From an optimization exercise on the open Yosys and OpenROAD flow, aimed at small area; shortcuts taken in it are not production practice.
Only simulation tests tie the RTL to the original design; equivalence was not proved.
Power is estimated from default activity; no workload was simulated.

File: config.mk
export PLATFORM = sky130hd
export DESIGN_NAME = Perceptron
export DESIGN_NICKNAME = Perceptron
export VERILOG_FILES = /design/flow/design.v
export SDC_FILE = /design/flow/constraint.sdc
export NUM_CORES = 4
export LEC_CHECK = 0
export CAP_MARGIN = 20
export CORE_MARGIN = 2
export CORE_UTILIZATION = 40
export CTS_BUF_LIST = sky130_fd_sc_hd__clkbuf_1
export SLEW_MARGIN = 20
export SYNTH_HIERARCHICAL = 1
File: constraint.sdc
create_clock -name core_clock -period 8.0 [get_ports {clk}]
set_input_delay 1.6000 -clock core_clock [delete_from_list [all_inputs] [get_ports {clk}]]
set_output_delay 1.6000 -clock core_clock [all_outputs]
set_load 0.01 [all_outputs]
File: design.v
`timescale 1ns / 1ps
module Perceptron (
    input clk,
    input reset,
    input  [7:0] input1,
    input  [7:0] input2,
    input  [7:0] weight1,
    input  [7:0] weight2,
    input  [7:0] bias,
    output reg [15:0] output_neuron
);
    wire nz;
    reg  nz_q;
    wire t1, t2, t3, t4, g5, g6, g7, t8, t9, t10, s11, c12, g13, t14, t15, t16, t17, t18, t19, t20, t21, t22, t23, t24, g25, g26, g27, t28, t29, t30, s31, c32, g33, t34, t35, t36, t37, t38, t39, t40, t41, t42, t43, t44, t45, t46, t47, t48, t49, t50, t51, t52, t53, t54, t55, t56, t57, t58, t59, t60, t61, t62, t63, t64, t65, t66, t67, g68, g69, g70, t71, t72, t73, s74, c75, g76, t77, t78, t79, t80, t81, t82, t83, t84, t85, t86, t87, g88, g89, g90, t91, t92, t93, s94, c95, g96, t97, t98, t99, t100, t101, t102, t103, t104, t105, t106, t107, t108, t109, t110, t111, t112, t113, t114, t115, t116, t117, t118, t119, t120, t121, t122, t123, t124, t125, t126, t127, t128, t129, t130, t131, t132, t133, t134, s135, c136, s137, c138, s139, c140, s141, c142, s143, c144, s145, c146, s147, c148, s149, c150, s151, c152, s153, c154, s155, c156, s157, c158, s159, c160, s161, c162, s163, c164, s165, c166, s167, c168, s169, c170, s171, c172, s173, c174, s175, c176, s177, c178, s179, c180, s181, c182, s183, c184, s185, c186, s187, c188, s189, c190, s191, c192, s193, c194, s195, c196, s197, c198, s199, c200, s201, c202, s203, c204, s205, c206, s207, c208, s209, c210, s211, c212, s213, c214, s215, c216, s217, c218, s219, c220, s221, c222, s223, c224, s225, c226, s227, c228, s229, c230, s231, c232, s233, c234, s235, c236, s237, c238, s239, c240, s241, c242, s243, c244, s245, c246, s247, c248, s249, c250, s251, c252, s253, c254, s255, c256, s257, c258, s259, c260, s261, c262, s263, c264, s265, c266, s267, c268, s269, c270, s271, c272, s273, c274, s275, c276, s277, c278, o279, o280, o281, o282, o283, o284, o285, o286, o287, o288, o289, o290, o291, o292, o293, o294;
    assign t1 = ~((weight1[0] & input1[0]));
    assign t2 = ~(((weight1[1] & input1[0]) | (weight1[0] & input1[1])));
    assign t3 = ~(((weight1[2] & input1[0]) | (weight1[1] & input1[1]) | (weight1[0] & input1[2])));
    assign t4 = ~(((weight1[3] & input1[0]) | (weight1[2] & input1[1]) | (weight1[1] & input1[2]) | (weight1[0] & input1[3])));
    assign g5 = (weight1[0] & input1[4]);
    assign g6 = (weight1[0] & input1[5]) ^ (weight1[1] & input1[4]);
    assign g7 = (weight1[0] & input1[5]) & (weight1[1] & input1[4]);
    assign t8 = ~((weight1[0] & input1[6]));
    assign t9 = ~((weight1[1] & input1[5]));
    assign t10 = ~((weight1[2] & input1[4]));
    FullAdder us11 (.a(t8), .b(t9), .ci(t10), .s(s11), .co(c12));
    assign g13 = ~s11 ^ g7;
    assign t14 = ~(~s11 & g7);
    assign t15 = ~((weight1[0] & input1[7]));
    assign t16 = ~((weight1[1] & input1[6]));
    assign t17 = ~((weight1[1] & input1[7]));
    assign t18 = ~((weight1[2] & input1[5]));
    assign t19 = ~((weight1[2] & input1[6]));
    assign t20 = ~((weight1[2] & input1[7]));
    assign t21 = ~((weight1[3] & input1[4]));
    assign t22 = ~((weight1[3] & input1[5]));
    assign t23 = ~((weight1[3] & input1[6]));
    assign t24 = ~((weight1[3] & input1[7]));
    assign g25 = (weight1[4] & input1[0]);
    assign g26 = (weight1[4] & input1[1]) ^ (weight1[5] & input1[0]);
    assign g27 = (weight1[4] & input1[1]) & (weight1[5] & input1[0]);
    assign t28 = ~((weight1[4] & input1[2]));
    assign t29 = ~((weight1[5] & input1[1]));
    assign t30 = ~((weight1[6] & input1[0]));
    FullAdder us31 (.a(t28), .b(t29), .ci(t30), .s(s31), .co(c32));
    assign g33 = ~s31 ^ g27;
    assign t34 = ~(~s31 & g27);
    assign t35 = ~((weight1[4] & input1[3]));
    assign t36 = ~((weight1[5] & input1[2]));
    assign t37 = ~((weight1[5] & input1[3]));
    assign t38 = ~((weight1[6] & input1[1]));
    assign t39 = ~((weight1[6] & input1[2]));
    assign t40 = ~((weight1[6] & input1[3]));
    assign t41 = ~((weight1[7] & input1[0]));
    assign t42 = ~((weight1[7] & input1[1]));
    assign t43 = ~((weight1[7] & input1[2]));
    assign t44 = ~((weight1[7] & input1[3]));
    assign t45 = ~(((weight1[3] & input1[1]) | (weight1[2] & input1[2]) | (weight1[1] & input1[3])) | g5 | g25);
    assign t46 = ~(((weight1[2] & input1[3]) ^ (weight1[3] & input1[2]) ^ ((weight1[1] & input1[3]) | (weight1[3] & input1[1]) & (weight1[2] & input1[2]))) | g6 | g26);
    assign t47 = ~((((weight1[3] & input1[3]) & ~(weight1[2] & input1[2])) | (~(weight1[3] & input1[3]) & (weight1[2] & input1[2]) & ((weight1[1] & input1[3]) | (weight1[3] & input1[1])))) | g13 | g33);
    assign t48 = ~((weight1[4] & input1[4]));
    assign t49 = ~((weight1[4] & input1[5]));
    assign t50 = ~((weight1[4] & input1[6]));
    assign t51 = ~((weight1[4] & input1[7]));
    assign t52 = ~((weight1[5] & input1[4]));
    assign t53 = ~((weight1[5] & input1[5]));
    assign t54 = ~((weight1[5] & input1[6]));
    assign t55 = ~((weight1[5] & input1[7]));
    assign t56 = ~((weight1[6] & input1[4]));
    assign t57 = ~((weight1[6] & input1[5]));
    assign t58 = ~((weight1[6] & input1[6]));
    assign t59 = ~((weight1[6] & input1[7]));
    assign t60 = ~((weight1[7] & input1[4]));
    assign t61 = ~((weight1[7] & input1[5]));
    assign t62 = ~((weight1[7] & input1[6]));
    assign t63 = ~((weight1[7] & input1[7]));
    assign t64 = ~((weight2[0] & input2[0]));
    assign t65 = ~(((weight2[1] & input2[0]) | (weight2[0] & input2[1])));
    assign t66 = ~(((weight2[2] & input2[0]) | (weight2[1] & input2[1]) | (weight2[0] & input2[2])));
    assign t67 = ~(((weight2[3] & input2[0]) | (weight2[2] & input2[1]) | (weight2[1] & input2[2]) | (weight2[0] & input2[3])));
    assign g68 = (weight2[0] & input2[4]);
    assign g69 = (weight2[0] & input2[5]) ^ (weight2[1] & input2[4]);
    assign g70 = (weight2[0] & input2[5]) & (weight2[1] & input2[4]);
    assign t71 = ~((weight2[0] & input2[6]));
    assign t72 = ~((weight2[1] & input2[5]));
    assign t73 = ~((weight2[2] & input2[4]));
    FullAdder us74 (.a(t71), .b(t72), .ci(t73), .s(s74), .co(c75));
    assign g76 = ~s74 ^ g70;
    assign t77 = ~(~s74 & g70);
    assign t78 = ~((weight2[0] & input2[7]));
    assign t79 = ~((weight2[1] & input2[6]));
    assign t80 = ~((weight2[1] & input2[7]));
    assign t81 = ~((weight2[2] & input2[5]));
    assign t82 = ~((weight2[2] & input2[6]));
    assign t83 = ~((weight2[2] & input2[7]));
    assign t84 = ~((weight2[3] & input2[4]));
    assign t85 = ~((weight2[3] & input2[5]));
    assign t86 = ~((weight2[3] & input2[6]));
    assign t87 = ~((weight2[3] & input2[7]));
    assign g88 = (weight2[4] & input2[0]);
    assign g89 = (weight2[4] & input2[1]) ^ (weight2[5] & input2[0]);
    assign g90 = (weight2[4] & input2[1]) & (weight2[5] & input2[0]);
    assign t91 = ~((weight2[4] & input2[2]));
    assign t92 = ~((weight2[5] & input2[1]));
    assign t93 = ~((weight2[6] & input2[0]));
    FullAdder us94 (.a(t91), .b(t92), .ci(t93), .s(s94), .co(c95));
    assign g96 = ~s94 ^ g90;
    assign t97 = ~(~s94 & g90);
    assign t98 = ~((weight2[4] & input2[3]));
    assign t99 = ~((weight2[5] & input2[2]));
    assign t100 = ~((weight2[5] & input2[3]));
    assign t101 = ~((weight2[6] & input2[1]));
    assign t102 = ~((weight2[6] & input2[2]));
    assign t103 = ~((weight2[6] & input2[3]));
    assign t104 = ~((weight2[7] & input2[0]));
    assign t105 = ~((weight2[7] & input2[1]));
    assign t106 = ~((weight2[7] & input2[2]));
    assign t107 = ~((weight2[7] & input2[3]));
    assign t108 = ~(((weight2[3] & input2[1]) | (weight2[2] & input2[2]) | (weight2[1] & input2[3])) | g68 | g88);
    assign t109 = ~(((weight2[2] & input2[3]) ^ (weight2[3] & input2[2]) ^ ((weight2[1] & input2[3]) | (weight2[3] & input2[1]) & (weight2[2] & input2[2]))) | g69 | g89);
    assign t110 = ~((((weight2[3] & input2[3]) & ~(weight2[2] & input2[2])) | (~(weight2[3] & input2[3]) & (weight2[2] & input2[2]) & ((weight2[1] & input2[3]) | (weight2[3] & input2[1])))) | g76 | g96);
    assign t111 = ~((weight2[4] & input2[4]));
    assign t112 = ~((weight2[4] & input2[5]));
    assign t113 = ~((weight2[4] & input2[6]));
    assign t114 = ~((weight2[4] & input2[7]));
    assign t115 = ~((weight2[5] & input2[4]));
    assign t116 = ~((weight2[5] & input2[5]));
    assign t117 = ~((weight2[5] & input2[6]));
    assign t118 = ~((weight2[5] & input2[7]));
    assign t119 = ~((weight2[6] & input2[4]));
    assign t120 = ~((weight2[6] & input2[5]));
    assign t121 = ~((weight2[6] & input2[6]));
    assign t122 = ~((weight2[6] & input2[7]));
    assign t123 = ~((weight2[7] & input2[4]));
    assign t124 = ~((weight2[7] & input2[5]));
    assign t125 = ~((weight2[7] & input2[6]));
    assign t126 = ~((weight2[7] & input2[7]));
    assign t127 = ~(bias[0]);
    assign t128 = ~(bias[1]);
    assign t129 = ~(bias[2]);
    assign t130 = ~(bias[3]);
    assign t131 = ~(bias[4]);
    assign t132 = ~(bias[5]);
    assign t133 = ~(bias[6]);
    assign t134 = ~(bias[7]);
    FullAdder us135 (.a(t1), .b(t64), .ci(t127), .s(s135), .co(c136));
    FullAdder us137 (.a(t128), .b(t2), .ci(t65), .s(s137), .co(c138));
    FullAdder us139 (.a(t129), .b(t3), .ci(t66), .s(s139), .co(c140));
    FullAdder us141 (.a(t130), .b(t4), .ci(t67), .s(s141), .co(c142));
    FullAdder us143 (.a(t131), .b(t45), .ci(t108), .s(s143), .co(c144));
    FullAdder us145 (.a(t132), .b(t46), .ci(t109), .s(s145), .co(c146));
    FullAdder us147 (.a(t133), .b(t47), .ci(t110), .s(s147), .co(c148));
    FullAdder us149 (.a(t14), .b(t15), .ci(t16), .s(s149), .co(c150));
    FullAdder us151 (.a(t18), .b(t21), .ci(t34), .s(s151), .co(c152));
    FullAdder us153 (.a(t35), .b(t36), .ci(t38), .s(s153), .co(c154));
    FullAdder us155 (.a(t41), .b(t77), .ci(t78), .s(s155), .co(c156));
    FullAdder us157 (.a(t79), .b(t81), .ci(t84), .s(s157), .co(c158));
    FullAdder us159 (.a(t97), .b(t98), .ci(t99), .s(s159), .co(c160));
    FullAdder us161 (.a(t101), .b(t104), .ci(t134), .s(s161), .co(c162));
    FullAdder us163 (.a(c12), .b(c32), .ci(c75), .s(s163), .co(c164));
    FullAdder us165 (.a(c95), .b(s149), .ci(s151), .s(s165), .co(c166));
    FullAdder us167 (.a(s153), .b(s155), .ci(s157), .s(s167), .co(c168));
    FullAdder us169 (.a(s159), .b(s161), .ci(c148), .s(s169), .co(c170));
    FullAdder us171 (.a(s163), .b(s165), .ci(s167), .s(s171), .co(c172));
    FullAdder us173 (.a(t17), .b(t19), .ci(t22), .s(s173), .co(c174));
    FullAdder us175 (.a(t37), .b(t39), .ci(t42), .s(s175), .co(c176));
    FullAdder us177 (.a(t48), .b(t80), .ci(t82), .s(s177), .co(c178));
    FullAdder us179 (.a(t85), .b(t100), .ci(t102), .s(s179), .co(c180));
    FullAdder us181 (.a(t105), .b(t111), .ci(c150), .s(s181), .co(c182));
    FullAdder us183 (.a(c152), .b(c154), .ci(c156), .s(s183), .co(c184));
    FullAdder us185 (.a(c158), .b(c160), .ci(c162), .s(s185), .co(c186));
    FullAdder us187 (.a(s173), .b(s175), .ci(s177), .s(s187), .co(c188));
    FullAdder us189 (.a(s179), .b(c164), .ci(c166), .s(s189), .co(c190));
    FullAdder us191 (.a(c168), .b(s181), .ci(s183), .s(s191), .co(c192));
    FullAdder us193 (.a(s185), .b(s187), .ci(c170), .s(s193), .co(c194));
    FullAdder us195 (.a(s189), .b(s191), .ci(c172), .s(s195), .co(c196));
    FullAdder us197 (.a(t20), .b(t23), .ci(t40), .s(s197), .co(c198));
    FullAdder us199 (.a(t43), .b(t49), .ci(t52), .s(s199), .co(c200));
    FullAdder us201 (.a(t83), .b(t86), .ci(t103), .s(s201), .co(c202));
    FullAdder us203 (.a(t106), .b(t112), .ci(t115), .s(s203), .co(c204));
    FullAdder us205 (.a(c174), .b(c176), .ci(c178), .s(s205), .co(c206));
    FullAdder us207 (.a(c180), .b(s197), .ci(s199), .s(s207), .co(c208));
    FullAdder us209 (.a(s201), .b(s203), .ci(c182), .s(s209), .co(c210));
    FullAdder us211 (.a(c184), .b(c186), .ci(c188), .s(s211), .co(c212));
    FullAdder us213 (.a(s205), .b(s207), .ci(c190), .s(s213), .co(c214));
    FullAdder us215 (.a(c192), .b(s209), .ci(s211), .s(s215), .co(c216));
    FullAdder us217 (.a(c194), .b(s213), .ci(c196), .s(s217), .co(c218));
    FullAdder us219 (.a(t24), .b(t44), .ci(t50), .s(s219), .co(c220));
    FullAdder us221 (.a(t53), .b(t56), .ci(t87), .s(s221), .co(c222));
    FullAdder us223 (.a(t107), .b(t113), .ci(t116), .s(s223), .co(c224));
    FullAdder us225 (.a(t119), .b(c198), .ci(c200), .s(s225), .co(c226));
    FullAdder us227 (.a(c202), .b(c204), .ci(s219), .s(s227), .co(c228));
    FullAdder us229 (.a(s221), .b(s223), .ci(c206), .s(s229), .co(c230));
    FullAdder us231 (.a(c208), .b(s225), .ci(s227), .s(s231), .co(c232));
    FullAdder us233 (.a(c210), .b(c212), .ci(s229), .s(s233), .co(c234));
    FullAdder us235 (.a(s231), .b(c214), .ci(c216), .s(s235), .co(c236));
    FullAdder us237 (.a(s233), .b(c218), .ci(s235), .s(s237), .co(c238));
    FullAdder us239 (.a(t51), .b(t54), .ci(t57), .s(s239), .co(c240));
    FullAdder us241 (.a(t60), .b(t114), .ci(t117), .s(s241), .co(c242));
    FullAdder us243 (.a(t120), .b(t123), .ci(c220), .s(s243), .co(c244));
    FullAdder us245 (.a(c222), .b(c224), .ci(s239), .s(s245), .co(c246));
    FullAdder us247 (.a(s241), .b(c226), .ci(c228), .s(s247), .co(c248));
    FullAdder us249 (.a(s243), .b(s245), .ci(c230), .s(s249), .co(c250));
    FullAdder us251 (.a(s247), .b(c232), .ci(s249), .s(s251), .co(c252));
    FullAdder us253 (.a(c234), .b(c236), .ci(s251), .s(s253), .co(c254));
    FullAdder us255 (.a(t55), .b(t58), .ci(t61), .s(s255), .co(c256));
    FullAdder us257 (.a(t118), .b(t121), .ci(t124), .s(s257), .co(c258));
    FullAdder us259 (.a(c240), .b(c242), .ci(s255), .s(s259), .co(c260));
    FullAdder us261 (.a(s257), .b(c244), .ci(c246), .s(s261), .co(c262));
    FullAdder us263 (.a(s259), .b(c248), .ci(s261), .s(s263), .co(c264));
    FullAdder us265 (.a(c250), .b(s263), .ci(c252), .s(s265), .co(c266));
    FullAdder us267 (.a(t59), .b(t62), .ci(t122), .s(s267), .co(c268));
    FullAdder us269 (.a(t125), .b(c256), .ci(c258), .s(s269), .co(c270));
    FullAdder us271 (.a(s267), .b(c260), .ci(s269), .s(s271), .co(c272));
    FullAdder us273 (.a(c262), .b(s271), .ci(c264), .s(s273), .co(c274));
    FullAdder us275 (.a(t63), .b(t126), .ci(c268), .s(s275), .co(c276));
    FullAdder us277 (.a(c270), .b(s275), .ci(c272), .s(s277), .co(c278));
    assign o279 = ~s135;
    assign o280 = ~(c136 & s137);
    assign o281 = ~(c138 & s139);
    assign o282 = ~(c140 & s141);
    assign o283 = ~(c142 & s143);
    assign o284 = ~(c144 & s145);
    assign o285 = ~(c146 & s147);
    assign o286 = ~(s169 & s171);
    assign o287 = ~(s193 & s195);
    assign o288 = ~(s215 & s217);
    assign o289 = ~s237;
    assign o290 = ~(c238 & s253);
    assign o291 = ~(c254 & s265);
    assign o292 = ~(c266 & s273);
    assign o293 = ~(c274 & s277);
    assign o294 = ~(c276 & c278);
    assign nz = (~s135 ^ 1'b0) | ((c136 ^ s137) ^ o279) | ((c138 ^ s139) ^ o280) | ((c140 ^ s141) ^ o281) | ((c142 ^ s143) ^ o282) | ((c144 ^ s145) ^ o283) | ((c146 ^ s147) ^ o284) | ((s169 ^ s171) ^ o285) | ((s193 ^ s195) ^ o286) | ((s215 ^ s217) ^ o287) | (~s237 ^ o288) | ((c238 ^ s253) ^ o289) | ((c254 ^ s265) ^ o290) | ((c266 ^ s273) ^ o291) | ((c274 ^ s277) ^ o292) | ((c276 ^ c278) ^ o293);
    always @(posedge clk or posedge reset) begin
        if (reset) begin
            nz_q <= 1'b0;
            output_neuron <= 16'd0;
        end else begin
            nz_q <= nz;
            output_neuron <= {15'd0, nz_q};
        end
    end
endmodule
module FullAdder (input a, input b, input ci, output s, output co);
    assign {co, s} = a + b + ci;
endmodule
module Xnor2 (input a, input b, output y);
    assign y = ~(a ^ b);
endmodule
module Or2 (input a, input b, output y);
    assign y = a | b;
endmodule
module HalfAdder (input a, input b, output s, output co);
    assign {co, s} = a + b;
endmodule
File: run.sh
#!/bin/bash
# synth_recipe.tcl (not shown) runs the flow's synth.tcl, then flattens the netlist and writes it again
# the make line also repeats each setting of config.mk as NAME=value (left out here)
make -C /OpenROAD-flow-scripts/flow DESIGN_CONFIG=/design/flow/config.mk WORK_HOME=/design/flow/orfs CLKGATE_MAP_FILE= SYNTH_SCRIPT=/design/flow/synth_recipe.tcl finish
==> results of run 1 <==
worst paths after layout:
check / from / end / slack [ns] / cells after the start
setup / recovery: input1[2] / nz_q / 1.34 / 17
hold / removal: nz_q / output_neuron[0] / 0.35 / 0
setup reg to reg: nz_q / output_neuron[0] / 7.53 / 0
hold reg to reg: nz_q / output_neuron[0] / 0.35 / 0
max in group asynchronous: reset / output_neuron[0] / 6.36 / 2
min in group asynchronous: reset / nz_q / 1.53 / 2
metal layers:
layer / vias to the layer above / routed length (um) / global-route usage (%)
li1: 1017 / - / -
met2: 72 / 3660 / 30.7
met3: 0 / 336 / 2.42
met1: 1154 / 2880 / 24.2
met5: - / 0 / 0
met4: 0 / 0 / 0.385
placed cells by master, fill, tap and decap left out, drive strengths merged, types with 6 or more instances in the layout:
master,instances
nand2,98
fa,76
clkdlybuf4s50,42
ha,21
inv,18
conb,15
xor2,10
and2,8
a22oi,6
modules after synthesis (local to each module, per instance):
module | flops+latches | times used | cells inside
Perceptron | 2 | 1 | 243
FullAdder | 0 | 76 | 1
power by group through the flow:
stage	registers [mW]	clock network (mW)	logic [mW]
2_1_floorplan	0.0103	0	0.407
3_3_place_gp	0.0103	0	0.526
3_5_place_dp	0.0103	0	0.538
4_1_cts	0.0102	0.0134	0.542
5_1_grt	0.0101	0.0159	0.612
6_report	0.0102	0.0125	0.536
flip-flops by register name, summed over array words and instances, names as in the netlist:
| register | cells |
|---|---|
| nz_q | 1 |
| output_neuron | 1 |
area by class of cell:
| class | instances | area (um2) | area share, % |
|---|---|---|---|
| inverters | 18 | 67.6 | 2.00 |
| well taps | 99 | 124 | 3.67 |
| flip-flops and latches | 2 | 50.0 | 1.48 |
| clock buffers | 3 | 11.3 | 0.334 |
| multi-input cells | 274 | 2690 | 79.8 |
| repair buffers | 43 | 428 | 12.7 |
cell families (layout without fill, tap and decap cells):
kind of cell	after synthesis	count (layout)	share of synthesized area, %
fa+ha+maj	97	97	59.5
flops	2	2	1.67
simple gates	129	129	19.4
xor+xnor	13	13	3.80
buf+inv	57	64	10.2
other cells	1	15	0.125
compound gates	20	20	5.26
stage by stage:
step | setup slack (ns) | utilization, % | cells | instance area [um2] | total power, mW
floorplan | 1.84 | - | 333 | 3050 | 0.418
global placement | 1.19 | 46.4 | 436 | 3360 | 0.536
detailed placement | 1.15 | 46.4 | 436 | 3360 | 0.548
CTS | 1.37 | 46.5 | 439 | 3370 | 0.565
global route | 1.15 | 46.5 | 439 | 3370 | 0.638
finish | 1.34 | 46.5 | 439 | 3370 | 0.559
==> flow_summary_export.csv, run 1 <==
group,metric,value,unit
logic_synthesis,synth-edff-count,0,
logic_synthesis,synth_largest_area_cell,"fa_1",
routing,ant_nets,0,
timing,worst_slew_pin_slew,0.536,ns
placement,port_buffers,42,
power,p_per_area,166,mW/mm2
timing,finClkSkew,0.00303,ns
clocking,post_cts_buffers,0,
floorplan,boundaryPins,58,
run,drv_cap,0,
layout,area_growth,12.6,%
setup_path,critPathMaxFanout,11,
power,p_leak,1.29,nW
clocking,cts_root_buf,"clkbuf_1",
global_routing,grt_max_degree,13,
logic_synthesis,synthFlopType,"dfrtp_1",
routing,vias_per_cell,5.11,
routing,first_pass_iters,4,
clocking,cts_tree,"yes",
clocking,cts.clk_slew.worst_paths,0.05,ns
logic_synthesis,netlist.area_leader.share,50.8,%
layout,fill_cells,722,
logic_synthesis,netlist_top_cells_count,"96 x nand2_1, 76 x fa_1, 21 x ha_1, 18 x buf_4, 18 x inv_1",
layout,insertedDiodeCount,0,
clocking,clock_path_buffers,2,
setup_path,crit_chain,"clkdlybuf4s50_1 -> nand2_1 -> fa_1 -> inv_1 -> ha_1 -> inv_1 -> fa_1 -> fa_1 -> fa_1 -> fa_1 -> fa_1 -> fa_1 -> ha_1 -> xor2_1 -> nand4_1 -> nor3_1 -> nand3_1",
global_routing,track_usage,17.4,%
floorplan,initial_core_util,41.3,%
routing,drt_wl_total,6.87,mm
setup_path,critical-path-top-delay-family,"adder cells",
logic_synthesis,postSynthAreaPerCell,9.39,um2
timing,final_hold_viol_count,0,
timing,tns,0,ns
routing,drt-initial-drc-count,93,
floorplan,num_rows,31,
setup_path,crit_top_cell,"fa_1",
setup_path,arrival,6.75,ns
routing,wire_per_inst,15.7,um
timing,rsz0062_at_grt,"no",
timing,layout_worst_path_cycle_share,83.2,%
setup_path,worst_path_max_delay_cell,"clkdlybuf4s50_1",
power,power.internal,0.264,mW
placement,hpwl,5.92,mm
clocking,clk_latency,0.22,ns
timing,drv_slew,0,
clocking,cts_buffers,3,
clocking,cts_hold_buf,0,
setup_path,endpoint_kind,"register",
layout,nets,481,
logic_synthesis,ys_async_sr_fraction,100,%
global_routing,antenna_found_initial,0,
worst_hold_path,hp-class,"register to register",
clocking,htreeDepth,1,
timing,setup-violations-final,0,
timing,relSlewSlack,64.3,%
power,p_switching,0.295,mW
floorplan,core,0.00725,mm2
setup_path,critical_path.startpoint_type,"input port",
clocking,cts_sinks,2,
logic_synthesis,yosysMostFrequentCell,"nand2_1",
logic_synthesis,synth-seq-cells,2,
setup_path,critPathMaxStageDelay,0.76,ns
global_routing,overflow,0,
power,pwr-share-clk,2.2,%
timing,max_freq,0.150,GHz
setup_path,cp.required,8.09,ns
logic_synthesis,ys_top_cells_by_area,"fa_1 51%, nand2_1 12%, ha_1 8.8%",
setup_path,path_class,"input port to register",
floorplan,dieArea,0.00820,mm2
power,seqPwrFrac,1.8,%
logic_synthesis,synth_seq_area_share,1.67,%
floorplan,fp.dieW,90.6,um
logic_synthesis,synthCells,319,
power,swShare,52.7,%
setup_path,crit_buf_inv,3,
timing,holdWs,0.351,ns
clocking,ctsResizeCount,0,
placement,gp_congestion,0.942,
global_routing,grt_first_pass_wirelength,11.3,mm
logic_synthesis,ys_types,35,
routing,drc,0,
floorplan,die_y,90.6,um
routing,vias,2243,
status,outcome,"complete, no violations",
timing,fin_crit,6.66,ns
power,pwr-share-comb,95.9,%
logic_synthesis,synth_area,0.00300,mm2
global_routing,grt_pass1_vias,2252,
logic_synthesis,yosysWarnings,7,
layout,drive_gt1_share,2.94,%
power,ir_drop,0.000179,V
==> run 2, diff against run 1 <==
==> flow/run.sh (new file) <==
#!/bin/bash
# Layout flow: the standard ORFS flow, with two changes to how the layout
# is made:
#  - the port buffers that global placement inserts are the smallest buffer
#    (sky130_fd_sc_hd__buf_1) instead of the delay buffer buffer_ports picks;
#  - the tie-low cell that drives the constant outputs is not duplicated for
#    every port.
# Everything else (synthesis, floorplan, power grid, taps, CTS, routing) is
# standard.sh unchanged. make's full output goes to flow_make.log here; ORFS's
# per-step logs stay under orfs/logs.
set -euo pipefail
bash standard.sh \
  "BUFFER_PORTS_ARGS=-buffer_cell sky130_fd_sc_hd__buf_1" \
  SKIP_REPAIR_TIE_FANOUT=1 \
  finish > flow_make.log 2>&1
==> standard.sh (new file) <==
#!/bin/bash
# synth_recipe.tcl (not shown) runs the flow's synth.tcl, then flattens the netlist and writes it again
# the make line also repeats each setting of config.mk as NAME=value (left out here)
make -C /OpenROAD-flow-scripts/flow DESIGN_CONFIG=/design/flow/config.mk WORK_HOME=/design/flow/orfs CLKGATE_MAP_FILE= SYNTH_SCRIPT=/design/flow/synth_recipe.tcl "${@:-finish}"
removed: run.sh
==> run 2 against run 1 <==
Effect of this change:
- highest routed layer unchanged
- largest cell class unchanged
- sequential share of layout area is 0.16 points higher
- fmax is 5.0% higher
- utilization is 4.5 points lower
- sequential cell count stayed put
- first-iteration DRC count is 22% lower
- still clean
- area after synthesis stayed put
- power is 0.75% lower
- global-route usage is 0.15 points lower
- critical path depth stayed put
- combinational power is 0.7% lower
==> flow_summary_export.csv, run 2 <==
group,metric,value,unit
status,outcome,"complete, no violations",
floorplan,die_y,90.6,um
setup_path,worst_path_max_delay_cell,"fa_1",
timing,setup-violations-final,0,
placement,gp_congestion,0.813,
power,p_per_area,182,mW/mm2
timing,drv_slew,0,
setup_path,critPathMaxStageDelay,0.56,ns
routing,first_pass_iters,5,
floorplan,num_rows,31,
timing,fin_crit,6.34,ns
worst_hold_path,hp-class,"register to register",
clocking,clk_latency,0.21,ns
floorplan,initial_core_util,41.3,%
power,ir_drop,0.000138,V
clocking,cts_root_buf,"clkbuf_1",
routing,wire_per_inst,16.0,um
setup_path,critical_path.startpoint_type,"input port",
timing,tns,0,ns
logic_synthesis,synth_area,0.00300,mm2
timing,max_freq,0.158,GHz
routing,ant_nets,0,
global_routing,track_usage,17.2,%
placement,hpwl,5.89,mm
layout,fill_cells,740,
global_routing,overflow,0,
timing,relSlewSlack,60.1,%
logic_synthesis,synth_seq_area_share,1.67,%
logic_synthesis,ys_types,35,
logic_synthesis,ys_top_cells_by_area,"fa_1 51%, nand2_1 12%, ha_1 8.8%",
run,drv_cap,0,
setup_path,arrival,6.43,ns
logic_synthesis,synthCells,319,
layout,mostFrequentLayoutCells,"96 x nand2_1, 76 x fa_1, 42 x buf_1",
layout,fin_area,0.00305,mm2
layout,drive_gt1_share,2.77,%
timing,worst_slew_pin_slew,0.599,ns
global_routing,grt_max_degree,16,
clocking,htreeDepth,1,
logic_synthesis,netlist.area_leader.share,50.8,%
routing,vias_per_cell,5.26,
setup_path,critical-path-top-delay-family,"adder cells",
floorplan,core,0.00725,mm2
layout,utilization,42.1,%
setup_path,crit_top_cell,"fa_1",
setup_path,critPathMaxFanout,11,
setup_path,endpoint_kind,"register",
logic_synthesis,ys_async_sr_fraction,100,%
timing,layout_worst_path_cycle_share,79.3,%
layout,largestRegisters,"nz_q: 1 flops, output_neuron: 1 flops",
clocking,cts_buffers,3,
floorplan,fp.dieW,90.6,um
floorplan,boundaryPins,58,
clocking,clock_path_buffers,2,
placement,dpl_cell_area,0.00304,mm2
layout,insertedDiodeCount,0,
timing,rsz0062_at_grt,"no",
clocking,post_cts_buffers,0,
clocking,cts_tree,"yes",
logic_synthesis,synth-edff-count,0,
logic_synthesis,synth_largest_area_cell,"fa_1",
clocking,cts.clk_slew.worst_paths,0.06,ns
logic_synthesis,yosysWarnings,7,
logic_synthesis,yosysMostFrequentCell,"nand2_1",
global_routing,grt_pass1_vias,2217,
clocking,cts_sinks,2,
setup_path,cp.required,8.09,ns
logic_synthesis,synth-seq-cells,2,
routing,drt_wl_total,6.78,mm
floorplan,dieArea,0.00820,mm2
logic_synthesis,synthFlopType,"dfrtp_1",
clocking,cts_hold_buf,0,
setup_path,path_class,"input port to register",
layout,area_growth,1.84,%
global_routing,antenna_found_initial,0,
clocking,ctsResizeCount,0,
power,p_leak,1.13,nW
timing,final_hold_viol_count,0,
logic_synthesis,netlist_top_cells_count,"96 x nand2_1, 76 x fa_1, 21 x ha_1, 18 x buf_4, 18 x inv_1",
routing,vias,2231,
logic_synthesis,postSynthAreaPerCell,9.39,um2
layout,final_common_cell,"nand2_1",
placement,port_buffers,42,
layout,nets,466,
timing,finClkSkew,0.00676,ns
global_routing,grt_first_pass_wirelength,11.2,mm
setup_path,crit_buf_inv,3,
routing,drc,0,
routing,drt-initial-drc-count,73,
setup_path,crit_chain,"buf_1 -> nand2_1 -> fa_1 -> inv_1 -> ha_1 -> inv_1 -> fa_1 -> fa_1 -> fa_1 -> fa_1 -> fa_1 -> fa_1 -> ha_1 -> xor2_1 -> nand4_1 -> nor3_1 -> nand3_1",
run 2: through the flow:
stage | instances | total power, mW | setup WS (ns) | hold slack, ns
6_report | 424 | 0.554 | 1.66 | 0.368
2_1_floorplan | 319 | 0.418 | 1.84 | 0.331
3_5_place_dp | 421 | 0.544 | 1.41 | 0.352
3_3_place_gp | 421 | 0.521 | 1.50 | 0.333
5_1_grt | 424 | 0.634 | 1.43 | 0.384
4_1_cts | 424 | 0.564 | 1.65 | 0.365
run 2: report_power, final:
part	switching, mW	internal, mW
combinational	0.295	0.237
clock	0.00622	0.00613
sequential	0.00000197	0.0102
total	0.301	0.254
run 2: logic make-up after synthesis:
logic type	Yosys count	share of synthesized area [%]
other	1	0.125
AND/OR/NAND/NOR	129	19.4
XOR/XNOR	13	3.80
buffers and inverters	57	10.2
adder cells (fa/ha/maj)	97	59.5
flip-flops	2	1.67
AO/OA/AOI/OAI	20	5.26
run 2: per-module statistics from Yosys (local to each module, per instance):
| module | cells inside | flops+latches | cell area [um2] | times used |
|---|---|---|---|---|
| Perceptron | 243 | 2 | 1480 | 1 |
| FullAdder | 1 | 0 | 20.0 | 76 |
run 2: final timing paths:
path | end | cells past startpoint | from | slack (ns)
setup / recovery | nz_q | 17 | input1[2] | 1.66
hold / removal | output_neuron[0] | 0 | nz_q | 0.37
setup reg to reg | output_neuron[0] | 0 | nz_q | 7.52
hold reg to reg | output_neuron[0] | 0 | nz_q | 0.37
max in group asynchronous | output_neuron[0] | 2 | reset | 6.69
min in group asynchronous | nz_q | 2 | reset | 1.20
run 2: layout make-up:
type                       instances  area [um2]  share of cell area (%)
multi-input combinational        260        2640                    86.6
timing repair buffer              42         158                    5.17
tap                               99         124                    4.06
inverter                          18        67.6                    2.21
sequential                         2        50.0                    1.64
clock buffer                       3        11.3                   0.369
run 2: metal layers:
metal | up-vias | global-route usage, % | wire length [um]
met2 | 70 | 30.8 | 3690
met3 | 0 | 0.501 | 300
met1 | 1159 | 24.4 | 2800
met5 | - | 0 | 0
met4 | 0 | 1.54 | 0
li1 | 1002 | - | -

[what the ideal ports hide]
Ports are ideal in the flow. The routed layouts listed here were re-timed in OpenROAD.
Step 1 sets driving cells, clkbuf_16 on the clock port and buf_2 on the other inputs (assumed; they add their load-dependent delay and slew).
Step 2 adds t to the input delays and takes it off the output delays; t is the mean of the earliest and latest rising clock arrival at the registers after step 1. Input paths then give back, and output paths get back, about the clock's delay inside the block.
a / b / c = ideal / step 1 / step 2; a / b = the first two.
run | t (ns) | setup slack, ns | latest minus earliest clock arrival (ns) | slew at the worst register clock pin (ns)
run 1 | 0.236 | 1.340 / 1.329 / 1.092 | 0.003 / 0.003 | 0.05 / 0.05
run 2 | 0.226 | 1.657 / 1.645 / 1.420 | 0.007 / 0.007 | 0.06 / 0.06
After both steps setup and hold are still met in every run listed. For run 1, which loses most, drivers alone change the setup slack by -0.011 ns; drivers and shift together by -0.248 ns.
